From an optimization exercise on the open Yosys and OpenROAD flow, aimed at small area; shortcuts taken in it are not production practice.
In this exercise RTL edits were held to simulation tests only and were not proved equivalent to the original.
No activity file was given, so power comes from the tool's default toggle rates.

## flow/design.v (module list and top-level ports; edited modules follow where they fit)
// module btle_rx: 314 lines
// module btle_rx_core: 98 lines
// module cross_sign: 918 lines
module btle_rx #
(
  parameter SAMPLE_PER_SYMBOL = 8,
  parameter GFSK_DEMODULATION_BIT_WIDTH = 16,
  parameter LEN_UNIQUE_BIT_SEQUENCE = 32,
  parameter CHANNEL_NUMBER_BIT_WIDTH = 6,
  parameter CRC_STATE_BIT_WIDTH = 24
) (
  input wire clk,
  input wire rst,
  input wire [(LEN_UNIQUE_BIT_SEQUENCE-1) : 0] unique_bit_sequence,
  input wire [(CHANNEL_NUMBER_BIT_WIDTH-1) : 0] channel_number,
  input wire [(CRC_STATE_BIT_WIDTH-1) : 0] crc_state_init_bit,
  input wire signed [(GFSK_DEMODULATION_BIT_WIDTH-1) : 0] i,
  input wire signed [(GFSK_DEMODULATION_BIT_WIDTH-1) : 0] q,
  input wire iq_valid,
  output wire hit_flag,
  output reg  decode_run,
  output reg  decode_end,
  output reg  crc_ok,
  output reg  [2:0] best_phase,
  output reg  [6:0] payload_length,
  output reg  [7:0] pdu_octet_mem_data,
  input  wire [5:0] pdu_octet_mem_addr
);
  // ...
==> flow/flow/run.sh <==
#!/bin/bash
# Layout flow: the standard ORFS flow (standard.sh), with one change in
# synthesis: ABC maps the logic with an area-oriented script (flow/area.abc)
# instead of ORFS's delay-oriented one. Everything else (Yosys passes, flip-flop
# mapping, floorplan, placement, CTS, routing) is the standard flow.
set -euo pipefail
W=$(pwd)
{
  echo "proc abc {args} {"
  echo "  set i [lsearch -exact \$args -script]"
  echo "  if {\$i >= 0} { lset args [expr {\$i+1}] $W/flow/area.abc }"
  echo "  yosys abc {*}\$args"
  echo "}"
  cat "$W/synth_recipe.tcl"
} > "$W/area_synth.tcl"
bash "$W/standard.sh" SYNTH_SCRIPT="$W/area_synth.tcl" finish > "$W/standard_flow.log" 2>&1
==> flow/flow/area.abc <==
&get -n
&st
&dch
&nf -R 1000
&put
topo
stime -c
==> flow/standard.sh <==
#!/bin/bash
# synth_recipe.tcl (not shown) runs the flow's synth.tcl, then flattens the netlist and writes it again
# the make line also repeats each setting of config.mk as NAME=value (left out here)
make -C /OpenROAD-flow-scripts/flow DESIGN_CONFIG=/design/flow/config.mk WORK_HOME=/design/flow/orfs CLKGATE_MAP_FILE= SYNTH_SCRIPT=/design/flow/synth_recipe.tcl "${@:-finish}"
==> flow/config.mk <==
export PLATFORM = sky130hd
export DESIGN_NAME = btle_rx
export DESIGN_NICKNAME = btle_rx
export VERILOG_FILES = /design/flow/design.v
export SDC_FILE = /design/flow/constraint.sdc
export NUM_CORES = 4
export LEC_CHECK = 0
export CAP_MARGIN = 20
export CORE_MARGIN = 2
export CORE_UTILIZATION = 70
export CTS_BUF_LIST = sky130_fd_sc_hd__clkbuf_8
export CTS_CLUSTER_DIAMETER = 45
export CTS_CLUSTER_SIZE = 18
export PLACE_DENSITY = 0.8
export SLEW_MARGIN = 20
==> flow/constraint.sdc <==
create_clock -name core_clock -period 20.0 [get_ports {clk}]
set_input_delay 4.0000 -clock core_clock [delete_from_list [all_inputs] [get_ports {clk}]]
set_output_delay 4.0000 -clock core_clock [all_outputs]
set_load 0.01 [all_outputs]
==> impl_metrics.json, run 1 <==
{
  "status": "no timing/DRC/antenna violations",
  "initial_core_util": 0.706,
  "num_antenna_cells": 13,
  "timing.rr.start": "pr[1]",
  "sw_frac_of_total": 0.283,
  "clock_latency_ns": 1.14,
  "hp-start": "ring[7][223]",
  "wl_met3_um": 46500,
  "reg.largest.list": "ring: 4096 flops, h: 256 flops, sr: 249 flops",
  "port_buffers": 123,
  "wl_met2_um": 202000,
  "power_frac_comb": 0.205,
  "holdPathStages": 0,
  "setup_ws_ns": 4.88,
  "placementRows": 175,
  "clkCellAreaFrac": 0.0548,
  "synthSimpleGateAreaFrac": 0.0698,
  "cts_setup_buffers": 0,
  "critPathArrivalTime_ns": 16.11,
  "cts_resized": 0,
  "p_int_mw": 15.9,
  "inverters": 342,
  "synthArstFlopShare": 0,
  "relSlewSlack": 0.192,
  "crit_start": "pr[1]",
  "ys_top_cells_by_count": "dfxtp_1, a222oi_1, edfxtp_1",
  "drt.antenna.violating_nets": 0,
  "ir_drop_v": 0.000392,
  "setup_violations": 0,
  "p_comb_mw": 4.55,
  "cts_buffer_depth": 4,
  "clkPwrFrac": 0.297,
  "synth_cells": 11300,
  "slew_viol_final": 0,
  "finalHoldViolCount": 0,
  "path_common_cell": "fa_1",
  "multi_input_area_share": 0.250,
  "syn_area_um2": 161000
}
==> run 2: changes to the inputs <==
--- a/flow/config.mk
+++ b/flow/config.mk
@@ -9,7 +9,7 @@
 export CORE_MARGIN = 2
-export CORE_UTILIZATION = 70
+export CORE_UTILIZATION = 55
 export CTS_BUF_LIST = sky130_fd_sc_hd__clkbuf_8
-export CTS_CLUSTER_DIAMETER = 45
-export CTS_CLUSTER_SIZE = 18
-export PLACE_DENSITY = 0.8
+export CTS_CLUSTER_DIAMETER = 50
+export CTS_CLUSTER_SIZE = 16
+export PLACE_DENSITY = 0.65
 export SLEW_MARGIN = 20
==> run 2 against run 1 <==
Net effect:
- first-iteration DRC count down 8.5%
- maximum frequency down 2.0%
- synthesized cell count unchanged
- global-route usage down 7.0 points
- register-to-register slack worse by 0.32 ns
- sequential power about the same
- hold slack worse by 0.042 ns
- utilization down 17 points
- power down 2.5%
- clock power down 8.2%
- sequential cell count unchanged
- largest power group unchanged
==> impl_metrics.json, run 2 <==
{
  "placementRows": 198,
  "critPathCaptureType": "flop",
  "cts.clk_slew.worst_paths_ns": 0.09,
  "largest_reg_flops": 4096,
  "cts_buffer_depth": 4,
  "grt_setup_unrepaired": "false",
  "timing.final.crit_period_ns": 15.44,
  "nets": 12700,
  "synth_edf_count": 857,
  "max_stage_delay_ns": 0.89,
  "slew_viol_final": 0,
  "area_growth_syn_to_layout_pct": 10.8,
  "syn_nets": 11900,
  "fill_cells": 22300,
  "wire_per_inst_um": 27.4,
  "hold_class": "flop to flop",
  "path_common_cell": "fa_1",
  "initial_core_util": 0.553,
  "finalCritPeriodShare": 0.772,
  "die_x_um": 545,
  "regMostFlops": "ring",
  "synth-seq-cells": 5349,
  "clockRootBuffer": "clkbuf_8",
  "grt_max_degree": 100,
  "drt.antenna.violating_nets": 0,
  "drive_gt1_frac": 0.0776,
  "status": "no timing/DRC/antenna violations",
  "cts_resized": 0,
  "final_cell_mix": "dfxtp_1, a222oi_1, edfxtp_1, nand2_1, clkbuf_8",
  "wl_um": 447000,
  "placed_area_um2": 170000,
  "fmaxAchievable_mhz": 64.8,
  "syn_area_um2": 161000,
  "dp_hpwl_um": 285000,
  "htree_num_levels": 5,
  "critical_path_required_ns": 20.99,
  "reg.largest.list": "ring: 4096 flops, h: 256 flops, sr: 249 flops",
  "ir_drop_v": 0.000315,
  "worst_pin_slew_ns": 1.13,
  "synth.most_common_cell": "dfxtp_1",
  "powerDensity_nw_per_um2": 122,
  "yosysSeqAreaShare": 0.719,
  "startpoint_type": "flop",
  "postLayoutCellArea_um2": 178000,
  "cts_setup_buffers": 0,
  "num_vias": 103000,
  "cts_tree": "done",
  "final_common_cell": "dfxtp_1",
  "setup_tns_ns": 0,
  "cp_slowest_cell": "nor2_1",
  "first_pass_iters": 12,
  "holdPathStages": 0,
  "synth.avg_cell_area_um2": 14.2,
  "setup_violations": 0,
  "ios": 125,
  "synthTopCellsByArea": "dfxtp_1, edfxtp_1, a222oi_1",
  "ys.warnings.count": 8,
  "die-area_um2": 297000,
  "design.core.area_um2": 291000,
  "holdWs_ns": 0.250,
  "synth_cells": 11300,
  "cp_max_fo": 15,
  "track_usage": 0.295,
  "antenna_found_initial": 27,
  "dp.cells": 15600,
  "dr.first_iter.drc_count": 16100,
  "finalHoldViolCount": 0,
  "synth_top_flop_cell": "dfxtp_1",
  "synth_top_area_share": 0.559,
  "via_per_inst": 6.31,
  "ff2ff_path_depth": 46,
  "ctsHoldBuffers": 0,
  "ys_top_cells_by_count": "dfxtp_1, a222oi_1, edfxtp_1",
  "setup.worst_path.class": "flop to flop",
  "cts_buffers": 430,
  "gp_congestion": 0.893,
  "drv_cap": 0,
  "globalRouteOverflowTotal": 0,
  "finalNonFillerCells": 16300,
  "dieHeight_um": 545,
  "grt_pass1_vias": 102000,
  "finalClockSkew_ns": 0.136,
  "leakage_nw": 63.4,
  "relSlewSlack": 0.241,
  "synth.distinct_cells": 59,
  "synthArstFlopShare": 0,
  "clock_latency_ns": 1.17,
  "port_buffers": 123,
  "critPathArrivalTime_ns": 16.43,
  "synth_area_leader_cell": "dfxtp_1",
  "grt_first_pass_wirelength_um": 659000,
  "drc_errors": 0,
  "clkSinkCount": 5349
}
## run 2: cell counts after synthesis
No cell type changed its count.
## run 2: area by class of cell
cell class / instances / area, um2 / share of cell area
flip-flops and latches: 5349 / 116000 / 0.649
multi-input cells: 5656 / 44500 / 0.250
clock buffers: 467 / 6430 / 0.0361
well taps: 3900 / 4880 / 0.0274
repair buffers: 368 / 3360 / 0.0188
clock inverters: 210 / 2060 / 0.0116
inverters: 342 / 1280 / 0.00720
diodes: 13 / 32.5 / 0.000183
## run 2: worst max-delay path, delay by kind of cell, from the launching register on
kind,cells,cell delay [ns]
AOI/OAI and AO/OA,1,0.21
xor gates and xnor gates,1,0.20
adders and majority gates,31,10.87
buffers and inverters,8,1.15
DFF,1,0.79
and+or+nand+nor,5,2.15
## run 2: logic make-up after synthesis
group                      share of synthesized area
DFF                                            0.719
and+or+nand+nor                               0.0698
AOI/OAI and AO/OA                              0.121
xor gates and xnor gates                      0.0318
adders and majority gates                     0.0428
buffers and inverters                        0.00803
muxes                                        0.00722
other                                      0.0000233
## run 2: power breakdown
part	switching (mW)	internal (mW)
Combinational	2.57	1.97
Clock	3.55	2.50
Sequential	0.0622	11.0
## run 2: stage by stage
step                       util  total power, mW  setup WS, ns
after floorplan               -             14.5          4.54
after CTS                 0.612             21.8          4.59
final                     0.613             21.7          4.56
after global placement    0.583             15.8          4.87
after detailed placement  0.583             15.9          4.64
after global routing      0.613             22.9          3.98
## run 2: layer usage
layer	vias to the layer above	share of wire	wire (um)	global-route usage
met2	4901	0.46	206000	0.474
met1	51600	0.41	183000	0.398
met3	894	0.090	40100	0.0543
met4	12	0.040	17700	0.113
met5	-	0.00019	86	0
li1	45500	-	-	-
## run 2: final timing paths
kind	startpoint	end	slack [ns]
setup / recovery	pr[1]	b2	4.56
hold reg to reg	ring[7][497]	ring[7][505]	0.25
hold / removal	ring[7][497]	ring[7][505]	0.25
setup reg to reg	pr[1]	b2	4.56
==> run 3: changes to the inputs <==
==> flow/flow/run.sh (replaced) <==
#!/bin/bash
set -euo pipefail
W=$(pwd)
{
  echo "proc abc {args} {"
  echo "  set i [lsearch -exact \$args -script]"
  echo "  if {\$i >= 0} { lset args [expr {\$i+1}] $W/flow/area.abc }"
  echo "  yosys abc {*}\$args"
  echo "}"
  cat "$W/synth_recipe.tcl"
} > "$W/area_synth.tcl"
CTS="-sink_clustering_enable -repair_clock_nets -sink_clustering_size 16"
CTS="$CTS -sink_clustering_max_diameter 50 -buf_list sky130_fd_sc_hd__clkbuf_8 -dont_use_dummy_load"
bash "$W/standard.sh" SYNTH_SCRIPT="$W/area_synth.tcl" "CTS_ARGS=$CTS" finish > "$W/standard_flow.log" 2>&1
==> run 3 against run 2 <==
Net effect:
- critical path depth unchanged
- cell count decreased by 1.5%
- largest cell class unchanged
- sequential power about the same
- power decreased by 4.4%
- via count decreased by 0.47%
- non-clock buffer count unchanged
- register-to-register slack improved by 0.07 ns
- first-iteration DRC count decreased by 0.26%
- highest routed layer unchanged
- critical path type unchanged
- count of clock-buffer cells in the layout decreased by 37
- design area decreased by 1.4%
==> impl_metrics.json, run 3 <==
{
  "status": "no timing/DRC/antenna violations",
  "regMostFlops": "ring",
  "p_seq_frac": 0.534,
  "dr.first_iter.drc_count": 16100,
  "dp_slack_ns": 4.64,
  "cts.clk_slew.worst_paths_ns": 0.09,
  "setup_ws_ns": 4.63,
  "clock_latency_ns": 1.18,
  "cts_buffer_depth": 4,
  "ctsHoldBuffers": 0,
  "grt_first_pass_wirelength_um": 657000,
  "reg.largest.list": "ring: 4096 flops, h: 256 flops, sr: 249 flops",
  "rrSetupSlack_ns": 4.63,
  "grt_setup_unrepaired": "false",
  "critPathArrivalTime_ns": 16.34,
  "slew_viol_final": 0,
  "path_common_cell": "fa_1",
  "p_switching_mw": 5.83,
  "grt_pass1_vias": 102000,
  "globalRouteOverflowTotal": 0,
  "startpoint_type": "flop",
  "antenna_found_initial": 27,
  "final_core_util": 0.604,
  "nets": 12700,
  "cp_max_fo": 15,
  "ios": 125,
  "synth.distinct_cells": 59,
  "fmaxAchievable_mhz": 65.1,
  "die-area_um2": 297000,
  "worst_pin_slew_ns": 1.20,
  "holdPathStages": 0,
  "cts_buffers": 430,
  "setup_tns_ns": 0,
  "wire_per_inst_um": 27.8,
  "final_common_cell": "dfxtp_1",
  "design.core.area_um2": 291000,
  "wl_um": 446000,
  "setup_violations": 0,
  "ir_drop_v": 0.000318,
  "placementRows": 198,
  "cts_setup_buffers": 0,
  "hp-start": "ring[7][497]",
  "via_per_inst": 6.38,
  "clkSinkCount": 5349,
  "ys_top_cells_by_count": "dfxtp_1, a222oi_1, edfxtp_1",
  "r2r_end": "b2",
  "hold_class": "flop to flop",
  "fill_cells": 22500,
  "ys.warnings.count": 8,
  "first_pass_iters": 13,
  "critPathCaptureType": "flop",
  "finalCritPeriodShare": 0.769,
  "drt.antenna.violating_nets": 0,
  "synthArstFlopShare": 0,
  "min_to": "ring[7][505]",
  "critical_path_required_ns": 20.97,
  "syn_nets": 11900,
  "synth.most_common_cell": "dfxtp_1",
  "ff2ff_path_depth": 46,
  "cp_slowest_cell": "nor2_1",
  "synth.avg_cell_area_um2": 14.2,
  "dieHeight_um": 545,
  "timing.final.crit_period_ns": 15.37,
  "finalClockSkew_ns": 0.182,
  "crit_start": "pr[1]",
  "synth_edf_count": 857,
  "htree_num_levels": 5,
  "synth_top_flop_cell": "dfxtp_1",
  "timing.rr.start": "pr[1]",
  "cts_tree": "done",
  "path_buf_inv": 8,
  "yosysSeqAreaShare": 0.719,
  "finalHoldViolCount": 0,
  "synth_cells": 11300,
  "final_cell_mix": "dfxtp_1, a222oi_1, edfxtp_1, nand2_1, nor2_1",
  "gp_congestion": 0.893,
  "num_vias": 102000,
  "max_stage_delay_ns": 0.87,
  "port_buffers": 123,
  "dp.cells": 15600,
  "initial_core_util": 0.553,
  "grt_max_degree": 100,
  "track_usage": 0.294,
  "die_x_um": 545,
  "drc_errors": 0,
  "dp_hpwl_um": 285000,
  "drv_cap": 0,
  "largest_reg_flops": 4096,
  "area_growth_syn_to_layout_pct": 9.19,
  "leakage_nw": 62.0,
  "p_int_mw": 14.9,
  "synthTopCellsByArea": "dfxtp_1, edfxtp_1, a222oi_1",
  "synth_top_area_share": 0.559,
  "holdWs_ns": 0.237,
  "finalNonFillerCells": 16100,
  "synth-seq-cells": 5349,
  "drive_gt1_frac": 0.0634,
  "relSlewSlack": 0.192,
  "clkPwrFrac": 0.246,
  "cp_top_family": "adder cells",
  "synth_area_leader_cell": "dfxtp_1",
  "cts_resized": 0,
  "power_frac_comb": 0.219,
  "sw_frac_of_total": 0.281,
  "syn_area_um2": 161000,
  "clockRootBuffer": "clkbuf_8",
  "setup.worst_path.class": "flop to flop",
  "powerDensity_nw_per_um2": 118
}
run 3: per-layer routing:
layer,vias to the layer above,share of wire,global-route usage
met3,932,0.091,0.0535
met1,51300,0.41,0.398
met2,4984,0.46,0.471
li1,45200,-,-
met5,-,0.00017,0
met4,10,0.040,0.116
run 3: worst register-to-register path: cells and delay by family, from the launching register on:
kind / cells / cell delay [ns]
flip-flops: 1 / 0.77
AND/OR/NAND/NOR: 5 / 2.12
adder cells (fa/ha/maj): 31 / 10.84
XOR/XNOR: 1 / 0.20
AO/OA/AOI/OAI: 1 / 0.21
buffers and inverters: 8 / 1.15
run 3: power by group through the flow:
stage,sequential (mW),clock (mW),combinational [mW]
floorplan,11.3,0,3.18
global placement,11.3,0,4.49
detailed placement,11.3,0,4.55
CTS,11.1,5.19,4.59
global route,11.1,5.60,5.22
finish,11.1,5.10,4.55
run 3: worst max-delay path by stage:
stage,slack [ns],cells past startpoint,endpoint
global route,4.00,46,b2
detailed placement,4.64,46,b2
floorplan,4.54,13,pdu_octet_mem_data[6]
finish,4.63,46,b2
global placement,4.87,46,b2
CTS,4.61,46,b2
run 3: cell families (layout without fill, tap and decap cells):
kind of cell,count (synthesis),in the layout,share of synthesized area
AO/OA/AOI/OAI,2274,2274,0.121
multiplexers,104,104,0.00722
AND/OR/NAND/NOR,2293,2293,0.0698
adder cells (fa/ha/maj),401,401,0.0428
other,1,11,0.0000233
flip-flops,5349,5349,0.719
XOR/XNOR,583,583,0.0318
buffers and inverters,343,1140,0.00803
run 3: cell type report:
cell class                 count  area [um2]  area share
antenna                       10        25.0    0.000143
multi-input combinational   5656       44500       0.253
clock buffer                 430        5920      0.0337
timing repair buffer         368        3360      0.0191
sequential                  5349      116000       0.659
tap                         3900        4880      0.0278
inverter                     342        1280     0.00731
run 3: stage by stage:
| stage | cell area, um2 | power [mW] |
|---|---|---|
| after global routing | 176000 | 21.9 |
| after floorplan | 161000 | 14.5 |
| final | 176000 | 20.7 |
| after detailed placement | 170000 | 15.9 |
| after CTS | 176000 | 20.9 |
| after global placement | 170000 | 15.8 |
==> module btle_rx, before the edit <==
module btle_rx #
(
  parameter SAMPLE_PER_SYMBOL = 8,
  parameter GFSK_DEMODULATION_BIT_WIDTH = 16,
  parameter LEN_UNIQUE_BIT_SEQUENCE = 32,
  parameter CHANNEL_NUMBER_BIT_WIDTH = 6,
  parameter CRC_STATE_BIT_WIDTH = 24
) (
  input wire clk,
  input wire rst,
  input wire [(LEN_UNIQUE_BIT_SEQUENCE-1) : 0] unique_bit_sequence,
  input wire [(CHANNEL_NUMBER_BIT_WIDTH-1) : 0] channel_number,
  input wire [(CRC_STATE_BIT_WIDTH-1) : 0] crc_state_init_bit,
  input wire signed [(GFSK_DEMODULATION_BIT_WIDTH-1) : 0] i,
  input wire signed [(GFSK_DEMODULATION_BIT_WIDTH-1) : 0] q,
  input wire iq_valid,
  output wire hit_flag,
  output reg  decode_run,
  output reg  decode_end,
  output reg  crc_ok,
  output reg  [2:0] best_phase,
  output reg  [6:0] payload_length,
  output reg  [7:0] pdu_octet_mem_data,
  input  wire [5:0] pdu_octet_mem_addr
);
localparam [0:0] IDLE                     = 0,
                 WAIT_DECODE_END_LONGEST  = 1;
wire [7:0] hit_flag_internal;
wire [6:0] payload_length_internal [0:7];
wire [7:0] payload_length_valid;
wire [7:0] octet_internal [0:7];
wire [7:0] octet_valid;
wire [7:0] decode_end_internal;
wire [7:0] crc_ok_internal;
reg  [7:0] payload_length_stored;
wire [6:0] payload_length_store [0:7];
reg  [7:0] crc_ok_store;
reg  [7:0] decode_end_store;
wire [7:0] decode_end_and_crc_ok_store;
reg  [7:0] hit_flag_all_phase;
wire hit_flag_any;
reg  hit_flag_any_delay;
wire decode_end_all;
wire decode_end_early;
reg  [0:0] decode_end_state;
wire crst;
assign hit_flag_any = (|hit_flag_all_phase);
assign decode_end_all = (&decode_end_store);
assign decode_end_and_crc_ok_store = (decode_end_store&crc_ok_store);
assign decode_end_early = (|decode_end_and_crc_ok_store);
assign crst = rst|decode_end_early|decode_end_all;
assign hit_flag = (hit_flag_any==1 && hit_flag_any_delay==0);
always @ (posedge clk) begin
  if (rst) begin
    decode_run <= 0;
    hit_flag_any_delay <= 0;
    decode_end <= 0;
    crc_ok <= 0;
    best_phase <= 0;
    payload_length <= 0;
    decode_end_state <= IDLE;
  end else begin
    hit_flag_any_delay <= hit_flag_any;
    if (hit_flag) begin
      decode_run <= 1;
    end else if (decode_end) begin
      decode_run <= 0;
    end
    case (decode_end_and_crc_ok_store)
      8'h01 : begin best_phase <= 0; payload_length <= payload_length_store[0]; end
      8'h02 : begin best_phase <= 1; payload_length <= payload_length_store[1]; end
      8'h04 : begin best_phase <= 2; payload_length <= payload_length_store[2]; end
      8'h08 : begin best_phase <= 3; payload_length <= payload_length_store[3]; end
      8'h10 : begin best_phase <= 4; payload_length <= payload_length_store[4]; end
      8'h20 : begin best_phase <= 5; payload_length <= payload_length_store[5]; end
      8'h40 : begin best_phase <= 6; payload_length <= payload_length_store[6]; end
      8'h80 : begin best_phase <= 7; payload_length <= payload_length_store[7]; end
      default: ;
    endcase
    case(decode_end_state)
      IDLE: begin
        decode_end <= 0;
        crc_ok <= 0;
        decode_end_state <= (hit_flag? WAIT_DECODE_END_LONGEST : decode_end_state);
      end
      WAIT_DECODE_END_LONGEST: begin
        if (decode_end_early) begin
          decode_end <= 1;
          crc_ok <= 1;
          decode_end_state <= IDLE;
        end else if (decode_end_all) begin
          decode_end <= 1;
          decode_end_state <= IDLE;
        end
      end
    endcase
  end
end
reg [31:0] h [0:7];
reg [7:0]  hv;
reg [31:0] pr;             
reg        pv;
reg [2:0]  iq_phase;
reg        v1, v2, v3, v4, v5, v6;
reg [2:0]  tag1, tag2, tag3, tag4, tag5, tag6;
reg        b2, b3, b4;
reg        info5;
integer k;
always @ (posedge clk) begin
  if (iq_valid) begin
    h[0] <= {i, q};
    for (k=1; k<8; k=k+1) h[k] <= h[k-1];
  end
end
always @ (posedge clk) begin
  if (rst) begin
    hv <= 0;
    iq_phase <= 0;
  end else if (iq_valid) begin
    hv <= {(crst ? 7'd0 : hv[6:0]), 1'b1};
    iq_phase <= iq_phase + 1;
  end else if (crst) begin
    hv <= 0;
  end
end
always @ (posedge clk) begin
  pr <= h[7];
  pv <= hv[7] & ~crst;
  v1 <= iq_valid & ~rst;
  tag1 <= iq_phase;
end
wire cross_pos;
cross_sign cross_sign_i (
  .a(pr[31:16]),    
  .b(pr[15:0]),     
  .c(h[0][31:16]),  
  .d(h[0][15:0]),   
  .out(cross_pos)   
);
always @ (posedge clk) begin
  b2 <= cross_pos & pv;
  b3 <= b2;
  b4 <= b3;
  v2 <= v1 & ~crst;
  v3 <= v2 & ~crst;
  v4 <= v3 & ~crst;
  v5 <= v4 & ~crst;
  v6 <= v5 & ~crst;
  tag2 <= tag1;
  tag3 <= tag2;
  tag4 <= tag3;
  tag5 <= tag4;
  tag6 <= tag5;
end
reg  [255:0] sr;
reg  [7:0]   sn;
wire [31:0]  view;
genvar g;
generate
  for (g=0; g<32; g=g+1) begin : g_view
    assign view[31-g] = sr[8*g] & (sn > 8*g);
  end
endgenerate
always @ (posedge clk) begin
  if (v4) begin
    sr <= {sr[254:0], b4};
  end
end
always @ (posedge clk) begin
  if (crst) begin
    sn <= 0;
  end else if (v4 && sn != 8'hff) begin
    sn <= sn + 1;
  end
end
wire aa_match = (view == unique_bit_sequence);
wire [6:0] wl_init = {channel_number[0], channel_number[1], channel_number[2],
                      channel_number[3], channel_number[4], channel_number[5], 1'b1};
reg  [6:0] wl [0:7];
reg  [7:0] wl6;
always @* begin
  for (k=0; k<8; k=k+1) wl6[k] = wl[k][6];
end
always @ (posedge clk) begin
  info5 <= wl6[tag4] ^ b4;
end
wire [23:0] crc_init_sw = {crc_state_init_bit[7:0], crc_state_init_bit[15:8],
                           crc_state_init_bit[23:16]};
wire adv_pdu_flag = (channel_number==37 || channel_number==38 || channel_number==39);
reg [5:0] mcnt;
always @ (posedge clk) begin
  if (rst) mcnt <= 0;
  else mcnt <= mcnt + 1;
end
wire [5:0] rd_slot = pdu_octet_mem_addr + mcnt;
wire [5:0] mslot = -mcnt;
reg [511:0] ring [0:7];
generate
  for (g=0; g<8; g=g+1) begin : g_phase
    wire bv  = v5 & (tag5 == g);
    wire bvd = v6 & (tag6 == g);
    assign hit_flag_internal[g] = aa_match & bv;
    always @ (posedge clk) begin
      if (crst | hit_flag_internal[g]) begin
        wl[g] <= wl_init;
      end else if (v4 & (tag4 == g)) begin
        wl[g] <= {wl[g][5], wl[g][4], wl[g][3] ^ wl[g][6], wl[g][2], wl[g][1], wl[g][0], wl[g][6]};
      end
    end
    btle_rx_core btle_rx_core_i (
      .clk(clk),
      .rst(crst),
      .hit_flag(hit_flag_internal[g]),
      .adv_pdu_flag(adv_pdu_flag),
      .crc_init(crc_init_sw),
      .bit_valid(bv),
      .info_bit(info5),
      .bit_valid_delay(bvd),
      .payload_length(payload_length_internal[g]),
      .payload_length_valid(payload_length_valid[g]),
      .octet(octet_internal[g]),
      .octet_valid(octet_valid[g]),
      .decode_end(decode_end_internal[g]),
      .crc_ok(crc_ok_internal[g])
    );
    reg [5:0] addr;
    reg       pend;
    reg       hr;
    reg [7:0] pdata;
    wire      we = pend & (addr == mslot);
    always @ (posedge clk) begin
      if (rst) begin
        addr <= 0;
        pend <= 0;
        hr <= 0;
      end else if (hit_flag_internal[g]) begin
        if (pend & ~we) begin
          hr <= 1;
        end else begin
          addr <= 0;
          hr <= 0;
          pend <= 0;
        end
      end else if (octet_valid[g]) begin
        pend <= 1;
        addr <= ((we & hr) ? 6'd0 : addr) + 6'd1;
        hr <= 0;
      end else if (we) begin
        pend <= 0;
        if (hr) begin
          addr <= 0;
          hr <= 0;
        end
      end
    end
    always @ (posedge clk) begin
      if (~rst & ~hit_flag_internal[g] & octet_valid[g]) begin
        pdata <= octet_internal[g];
      end
    end
    always @ (posedge clk) begin
      ring[g] <= {ring[g][503:0], (we ? pdata : ring[g][511:504])};
    end
    always @ (posedge clk) begin
      if (rst|hit_flag_internal[g]) begin
        payload_length_stored[g] <= 0;
      end else if (payload_length_valid[g]) begin
        payload_length_stored[g] <= 1;
      end
    end
    assign payload_length_store[g] = payload_length_stored[g] ? payload_length_internal[g] : 7'd0;
    always @ (posedge clk) begin
      if (rst|hit_flag_internal[g]) begin
        crc_ok_store[g] <= 0;
        decode_end_store[g] <= 0;
      end else if (decode_end_internal[g]) begin
        crc_ok_store[g] <= crc_ok_internal[g];
        decode_end_store[g] <= 1;
      end
    end
    always @ (posedge clk) begin
      if (rst|decode_end_internal[g]|decode_end_early|decode_end_all) begin
        hit_flag_all_phase[g] <= 0;
      end else if (hit_flag_internal[g]) begin
        hit_flag_all_phase[g] <= 1;
      end
    end
  end
endgenerate
wire [63:0] sel_wd = 64'd1 << rd_slot;
wire [7:0]  sel_ph = 8'd1 << best_phase;
wire [21:0] grp [0:63];
wire [7:0]  pd [0:7];
genvar gb, gg, gp;
generate
  for (gp=0; gp<8; gp=gp+1) begin : g_ph
    for (gb=0; gb<8; gb=gb+1) begin : g_bit
      for (gg=0; gg<22; gg=gg+1) begin : g_grp
        if (3*gg+2 < 64) begin : g3
          assign grp[8*gp+gb][gg] = (ring[gp][8*(3*gg)+gb] & sel_wd[3*gg]) |
                                    (ring[gp][8*(3*gg+1)+gb] & sel_wd[3*gg+1]) |
                                    (ring[gp][8*(3*gg+2)+gb] & sel_wd[3*gg+2]);
        end else begin : g1
          assign grp[8*gp+gb][gg] = (ring[gp][8*(3*gg)+gb] & sel_wd[3*gg]);
        end
      end
      assign pd[gp][gb] = (|grp[8*gp+gb]) & sel_ph[gp];
    end
  end
endgenerate
always @* begin
  pdu_octet_mem_data = pd[0] | pd[1] | pd[2] | pd[3] | pd[4] | pd[5] | pd[6] | pd[7];
end
endmodule
==> run 4: changes to the inputs <==
--- a/flow/design.v
+++ b/flow/design.v
@@ -198,2 +198,3 @@
 reg [511:0] ring [0:7];
+wire [5:0] addr_phase [0:7];
 generate
@@ -227,2 +228,3 @@
     reg [5:0] addr;
+    assign addr_phase[g] = addr;
     reg       pend;
@@ -311,4 +313,6 @@
 endgenerate
+wire [5:0] addr_best = addr_phase[best_phase];
 always @* begin
   pdu_octet_mem_data = pd[0] | pd[1] | pd[2] | pd[3] | pd[4] | pd[5] | pd[6] | pd[7];
+  if (pdu_octet_mem_addr == addr_best) pdu_octet_mem_data = 8'd0;
 end
--- a/flow/flow/run.sh
+++ b/flow/flow/run.sh
@@ -1,2 +1,8 @@
 #!/bin/bash
+# Layout flow: the standard ORFS flow (standard.sh) with these changes:
+# * synthesis: ABC maps the logic with an area-oriented script (flow/area.abc)
+#   instead of ORFS's delay-oriented one; the Yosys passes and flip-flop
+#   mapping are the standard ones, so the registers are the same;
+# * port buffers: every input and output still gets its buffer, of the
+#   smallest buffer cell (buf_1; repair_design resizes it where needed).
 set -euo pipefail
@@ -13,2 +19,3 @@
 CTS="$CTS -sink_clustering_max_diameter 50 -buf_list sky130_fd_sc_hd__clkbuf_8 -dont_use_dummy_load"
-bash "$W/standard.sh" SYNTH_SCRIPT="$W/area_synth.tcl" "CTS_ARGS=$CTS" finish > "$W/standard_flow.log" 2>&1
+bash "$W/standard.sh" SYNTH_SCRIPT="$W/area_synth.tcl" "CTS_ARGS=$CTS" \
+  "BUFFER_PORTS_ARGS=-buffer_cell sky130_fd_sc_hd__buf_1" finish > "$W/standard_flow.log" 2>&1
==> run 4 against run 3 <==
Net effect:
- power up 0.32%
- utilization down 0.23 points
- non-clock buffer count up 19
- synthesized cell count down 1.6%
- critical path depth unchanged
- hold slack better by 0.037 ns
- global-route usage down 0.34 points
- synthesized area up 0.24%
- first-iteration DRC count up 0.95%
- still clean
- cell count down 1.0%
==> impl_metrics.json, run 4 <==
{
  "synth.most_common_cell": "dfxtp_1",
  "yosysSeqAreaShare": 0.717,
  "holdWs_ns": 0.274,
  "clockRootBuffer": "clkbuf_8",
  "setup_ws_ns": 4.64,
  "worst_pin_slew_ns": 1.35,
  "drt.antenna.violating_nets": 0,
  "drc_errors": 0,
  "synth_top_flop_cell": "dfxtp_1",
  "slew_viol_final": 0,
  "cts_buffer_depth": 4,
  "ff2ff_path_depth": 46,
  "dp_hpwl_um": 300000,
  "cts_resized": 0,
  "reg.largest.list": "ring: 4096 flops, h: 256 flops, sr: 249 flops",
  "setup_tns_ns": 0,
  "r2r_end": "b2",
  "synthArstFlopShare": 0,
  "synth-seq-cells": 5349,
  "cp_slowest_cell": "nor2_1",
  "finalClockSkew_ns": 0.136,
  "gp_congestion": 0.893,
  "htree_num_levels": 5,
  "synth_cells": 11200,
  "synth_top_family_by_area": "compound AO/OA/AOI/OAI gates",
  "cts_tree": "done",
  "synthSimpleGateAreaFrac": 0.0610,
  "final_cell_mix": "dfxtp_1, a222oi_1, edfxtp_1, nor2_1, clkbuf_8",
  "syn_area_um2": 161000,
  "rrSetupSlack_ns": 4.64,
  "finalCritPeriodShare": 0.768,
  "nets": 12500,
  "synth_area_leader_cell": "dfxtp_1",
  "initial_core_util": 0.553,
  "antenna_found_initial": 30,
  "clkSinkCount": 5349,
  "cts.clk_slew.worst_paths_ns": 0.09,
  "leakage_nw": 61.2,
  "cts_setup_buffers": 0,
  "wl_um": 446000,
  "grt_max_degree": 89,
  "largest_reg_flops": 4096,
  "ctsHoldBuffers": 0,
  "path_common_cell": "fa_1",
  "drv_cap": 0,
  "max_stage_delay_ns": 0.92,
  "fmaxAchievable_mhz": 65.1,
  "first_pass_iters": 13,
  "ys_top_cells_by_count": "dfxtp_1, a222oi_1, edfxtp_1",
  "via_per_inst": 6.41,
  "final_common_cell": "dfxtp_1",
  "drive_gt1_frac": 0.0667,
  "timing.rr.start": "pr[1]",
  "setup.worst_path.class": "flop to flop",
  "synth_top_area_share": 0.558,
  "dp.cells": 15400,
  "synthTopCellsByArea": "dfxtp_1, edfxtp_1, a222oi_1",
  "setup_violations": 0,
  "syn_nets": 11700,
  "dieHeight_um": 545,
  "critPathCaptureType": "flop",
  "dp_slack_ns": 4.67,
  "worstSetupEndpoint": "b2",
  "die_x_um": 545,
  "grt_setup_unrepaired": "false",
  "grt_pass1_vias": 100000,
  "track_usage": 0.291,
  "ir_drop_v": 0.000299,
  "critical_path_required_ns": 20.88,
  "ys.warnings.count": 8,
  "synth_compound_area_frac": 0.123,
  "startpoint_type": "flop",
  "placementRows": 198,
  "grt_first_pass_wirelength_um": 658000,
  "synth_adder_area_share": 0.0427,
  "placed_area_um2": 169000,
  "regMostFlops": "ring",
  "critPathArrivalTime_ns": 16.24,
  "num_vias": 102000,
  "dr.first_iter.drc_count": 16200,
  "finalNonFillerCells": 15900,
  "hold_class": "flop to flop",
  "area_growth_syn_to_layout_pct": 8.70,
  "design.core.area_um2": 291000,
  "ios": 125,
  "relSlewSlack": 0.0892,
  "globalRouteOverflowTotal": 0,
  "powerDensity_nw_per_um2": 119,
  "clock_latency_ns": 1.13,
  "die-area_um2": 297000,
  "cp_max_fo": 15,
  "timing.final.crit_period_ns": 15.36,
  "crit_start": "pr[1]",
  "wire_per_inst_um": 28.1,
  "postLayoutCellArea_um2": 175000,
  "synth-xor-area-share": 0.0319,
  "synth_mux_area_frac": 0.0163,
  "port_buffers": 123,
  "total_power_mw": 20.8,
  "final_core_util": 0.601,
  "cts_buffers": 431,
  "status": "no timing/DRC/antenna violations",
  "synth_edf_count": 857,
  "fill_cells": 22700,
  "synth.avg_cell_area_um2": 14.4,
  "finalHoldViolCount": 0,
  "synth.distinct_cells": 59
}
run 4: critical path: cells and delay by family (launching register included):
family,cells,cell delay (ns)
flops,1,0.79
compound gates,1,0.19
xor+xnor,1,0.19
fa+ha+maj,31,10.81
simple gates,5,2.09
buf+inv,8,1.14
run 4: cells by family after synthesis:
| family | Yosys count |
|---|---|
| xor gates and xnor gates | 587 |
| and+or+nand+nor | 1939 |
| other | 1 |
| muxes | 235 |
| DFF | 5349 |
| AOI/OAI and AO/OA | 2310 |
| adders and majority gates | 401 |
| buffers and inverters | 341 |
run 4: cell type report:
type,count,area [um2],share of cell area
Sequential cell,5349,116000,0.660
Tap cell,3900,4880,0.0278
Antenna cell,7,17.5,0.000100
Timing Repair Buffer,387,2530,0.0144
Multi-Input combinational cell,5473,44900,0.256
Inverter,340,1280,0.00728
Clock buffer,431,5930,0.0339
run 4: worst min path at each step:
stage,start,endpoint,slack (ns),cells after the start
floorplan,b2,b3,0.31,0
global placement,tag2[0],tag3[0],0.31,0
detailed placement,tag3[0],tag4[0],0.31,0
CTS,ring[5][108],ring[5][116],0.27,0
global route,ring[2][344],ring[2][352],0.27,0
finish,ring[5][108],ring[5][116],0.27,0
run 4: where the power goes:
part / leakage [nW] / internal [mW] / switching [mW]
Sequential: 43.6 / 11.0 / 0.0724
Clock: 3.10 / 1.92 / 3.19
Combinational: 14.5 / 1.99 / 2.60
run 4: metal layers:
metal,track usage,part of all wire,up-vias
li1,-,-,44800
met1,0.426,0.43,51400
met2,0.435,0.44,4799
met3,0.0569,0.097,704
met4,0.0925,0.031,10
met5,0,0.00014,-
==> run 5: changes to the inputs <==
--- a/flow/flow/run.sh
+++ b/flow/flow/run.sh
@@ -17,4 +17,4 @@
 } > "$W/area_synth.tcl"
-CTS="-sink_clustering_enable -repair_clock_nets -sink_clustering_size 16"
-CTS="$CTS -sink_clustering_max_diameter 50 -buf_list sky130_fd_sc_hd__clkbuf_8 -dont_use_dummy_load"
+CTS="-sink_clustering_enable -repair_clock_nets -sink_clustering_size 18"
+CTS="$CTS -sink_clustering_max_diameter 60 -buf_list sky130_fd_sc_hd__clkbuf_8 -dont_use_dummy_load"
 bash "$W/standard.sh" SYNTH_SCRIPT="$W/area_synth.tcl" "CTS_ARGS=$CTS" \
--- a/flow/config.mk
+++ b/flow/config.mk
@@ -11,4 +11,4 @@
 export CTS_BUF_LIST = sky130_fd_sc_hd__clkbuf_8
-export CTS_CLUSTER_DIAMETER = 50
-export CTS_CLUSTER_SIZE = 16
+export CTS_CLUSTER_DIAMETER = 60
+export CTS_CLUSTER_SIZE = 18
 export PLACE_DENSITY = 0.65
==> run 5 against run 4 <==
Net effect:
- still clean on timing, DRC and antenna
- count of clock-buffer cells in the layout decreased by 75
- hold slack got worse by 0.040 ns
- clock power decreased by 7.8%
- via count about the same
- routed wire length decreased by 0.25%
- design area decreased by 0.58%
- register-to-register slack about the same
- critical path depth unchanged
- maximum frequency about the same
- highest routed layer unchanged
==> impl_metrics.json, run 5 <==
{
  "critPathArrivalTime_ns": 16.25,
  "synth_area_leader_cell": "dfxtp_1",
  "port_buffers": 123,
  "syn_nets": 11700,
  "die_x_um": 545,
  "dp_slack_ns": 4.67,
  "crit_start": "pr[1]",
  "critical_path_required_ns": 20.89,
  "via_per_inst": 6.44,
  "clockRootBuffer": "clkbuf_8",
  "drt.antenna.violating_nets": 0,
  "final_core_util": 0.598,
  "total_power_mw": 20.4,
  "ff2ff_path_depth": 46,
  "synth_edf_count": 857,
  "reg.largest.list": "ring: 4096 flops, h: 256 flops, sr: 249 flops",
  "startpoint_type": "flop",
  "drc_errors": 0,
  "placementRows": 198,
  "min_to": "ring[5][156]",
  "clkSinkCount": 5349,
  "worst_pin_slew_ns": 1.31,
  "setup_violations": 0,
  "globalRouteOverflowTotal": 0,
  "cts_buffers": 356,
  "synth.distinct_cells": 59,
  "finalClockSkew_ns": 0.108,
  "path_common_cell": "fa_1",
  "synth_top_area_share": 0.558,
  "antenna_found_initial": 30,
  "timing.rr.start": "pr[1]",
  "postLayoutCellArea_um2": 174000,
  "powerDensity_nw_per_um2": 117,
  "ys_top_cells_by_count": "dfxtp_1, a222oi_1, edfxtp_1",
  "design.core.area_um2": 291000,
  "syn_area_um2": 161000,
  "synthArstFlopShare": 0,
  "track_usage": 0.290,
  "drv_cap": 0,
  "gp_congestion": 0.893,
  "synth.avg_cell_area_um2": 14.4,
  "clock_latency_ns": 1.10,
  "area_growth_syn_to_layout_pct": 8.06,
  "yosysSeqAreaShare": 0.717,
  "fmaxAchievable_mhz": 65.1,
  "drive_gt1_frac": 0.0607,
  "timing.final.crit_period_ns": 15.36,
  "setup.worst_path.class": "flop to flop",
  "holdPathStages": 0,
  "synth_top_flop_cell": "dfxtp_1",
  "cts_tree": "done",
  "final_cell_mix": "dfxtp_1, a222oi_1, edfxtp_1, nor2_1, nand2_1",
  "placed_area_um2": 169000,
  "cp_max_fo": 15,
  "synthTopCellsByArea": "dfxtp_1, edfxtp_1, a222oi_1",
  "max_stage_delay_ns": 0.91,
  "finalHoldViolCount": 0,
  "finalCritPeriodShare": 0.768,
  "ys.warnings.count": 8,
  "rrSetupSlack_ns": 4.64,
  "status": "no timing/DRC/antenna violations",
  "num_vias": 102000,
  "critPathCaptureType": "flop",
  "cts.clk_slew.worst_paths_ns": 0.10,
  "cp_slowest_cell": "nor2_1",
  "ctsHoldBuffers": 0,
  "ir_drop_v": 0.000305,
  "hp-start": "ring[5][148]",
  "wire_per_inst_um": 28.1,
  "wl_um": 445000,
  "initial_core_util": 0.553,
  "setup_tns_ns": 0,
  "cts_buffer_depth": 4,
  "grt_first_pass_wirelength_um": 655000,
  "nets": 12400,
  "die-area_um2": 297000,
  "cts_resized": 0,
  "grt_pass1_vias": 99500,
  "synth-seq-cells": 5349,
  "htree_num_levels": 5,
  "r2r_end": "b2",
  "slew_viol_final": 0,
  "synth.most_common_cell": "dfxtp_1",
  "relSlewSlack": 0.122,
  "grt_setup_unrepaired": "false",
  "setup_ws_ns": 4.64,
  "dr.first_iter.drc_count": 16700,
  "synth_cells": 11200,
  "leakage_nw": 60.7,
  "first_pass_iters": 11,
  "final_common_cell": "dfxtp_1",
  "grt_max_degree": 89,
  "ios": 125,
  "dieHeight_um": 545,
  "dp_hpwl_um": 300000,
  "hold_class": "flop to flop",
  "cts_setup_buffers": 0,
  "regMostFlops": "ring",
  "largest_reg_flops": 4096
}
==> run 5: logic make-up (layout without fill, tap and decap cells) <==
family,count (synthesis),after routing,share of synthesized area
flops,5349,5349,0.717
compound gates,2310,2310,0.123
simple gates,1939,1939,0.0610
xor+xnor,587,587,0.0319
fa+ha+maj,401,401,0.0427
buf+inv,341,1082,0.00796
mux,235,235,0.0163
other cells,1,13,0.0000233
==> run 5: power by group <==
| group | switching [mW] | leakage, nW | internal, mW |
|---|---|---|---|
| logic | 2.61 | 14.5 | 1.99 |
| registers | 0.0725 | 43.6 | 11.0 |
| clock network | 3.11 | 2.56 | 1.60 |
| total | 5.79 | 60.7 | 14.6 |
==> run 5: worst max-delay path by stage <==
stage / end / slack, ns / cells after the start
3_3_place_gp: b2 / 4.67 / 46
4_1_cts: b2 / 4.64 / 49
5_1_grt: b2 / 3.94 / 46
6_report: b2 / 4.64 / 46
3_5_place_dp: b2 / 4.67 / 49
2_1_floorplan: pdu_octet_mem_data[3] / 4.31 / 11
==> run 5: final cells by class <==
cell class	count	area (um2)
Fill cell	22800	117000
Sequential cell	5349	116000
Multi-Input combinational cell	5473	44900
Clock buffer	356	4900
Tap cell	3900	4880
Timing Repair Buffer	386	2530
Inverter	340	1280
Antenna cell	12	30.0
==> run 5: stage by stage <==
stage,std cells,hold WS (ns)
after global placement,15400,0.310
after CTS,15800,0.244
after detailed placement,15400,0.314
final,15800,0.234
after global routing,15800,0.244
after floorplan,11200,0.310
==> run 5: routing by layer <==
layer	up-vias	wire, um	global-route usage
met5	-	16	0
met4	4	14600	0.0950
met3	679	41500	0.0519
met2	4735	194000	0.432
met1	51700	195000	0.427
li1	44700	-	-
==> run 5: worst max-delay path: cells and delay by family, from the launching register on <==
family,cells,cell delay [ns]
fa+ha+maj,31,10.83
simple gates,5,2.09
buf+inv,8,1.15
flops,1,0.79
compound gates,1,0.19
xor+xnor,1,0.19

re-timing with driven ports:
Ports are ideal in the flow. The routed layouts listed here were re-timed in OpenROAD. Step 1 assumes that a clkbuf_16 drives the clock port and a buf_2 every other input. Step 2 adds t to the input delays and takes it off the output delays; t is the mean of the earliest and latest rising clock arrival at the registers after step 1. Input paths then give back, and output paths get back, about the clock's delay inside the block. Three values: ideal, step 1, step 2; two values: the first two.
run	t (ns)	setup slack, ns	latest minus earliest clock arrival (ns)
run 1	1.200	4.879 / 4.879 / 4.879	0.137 / 0.137
run 2	1.202	4.563 / 4.563 / 4.563	0.147 / 0.146
run 3	1.186	4.628 / 4.628 / 4.628	0.220 / 0.220
run 4	1.154	4.641 / 4.641 / 4.641	0.143 / 0.144
run 5	1.151	4.643 / 4.643 / 4.643	0.138 / 0.137
After both steps every run listed still meets setup and hold.
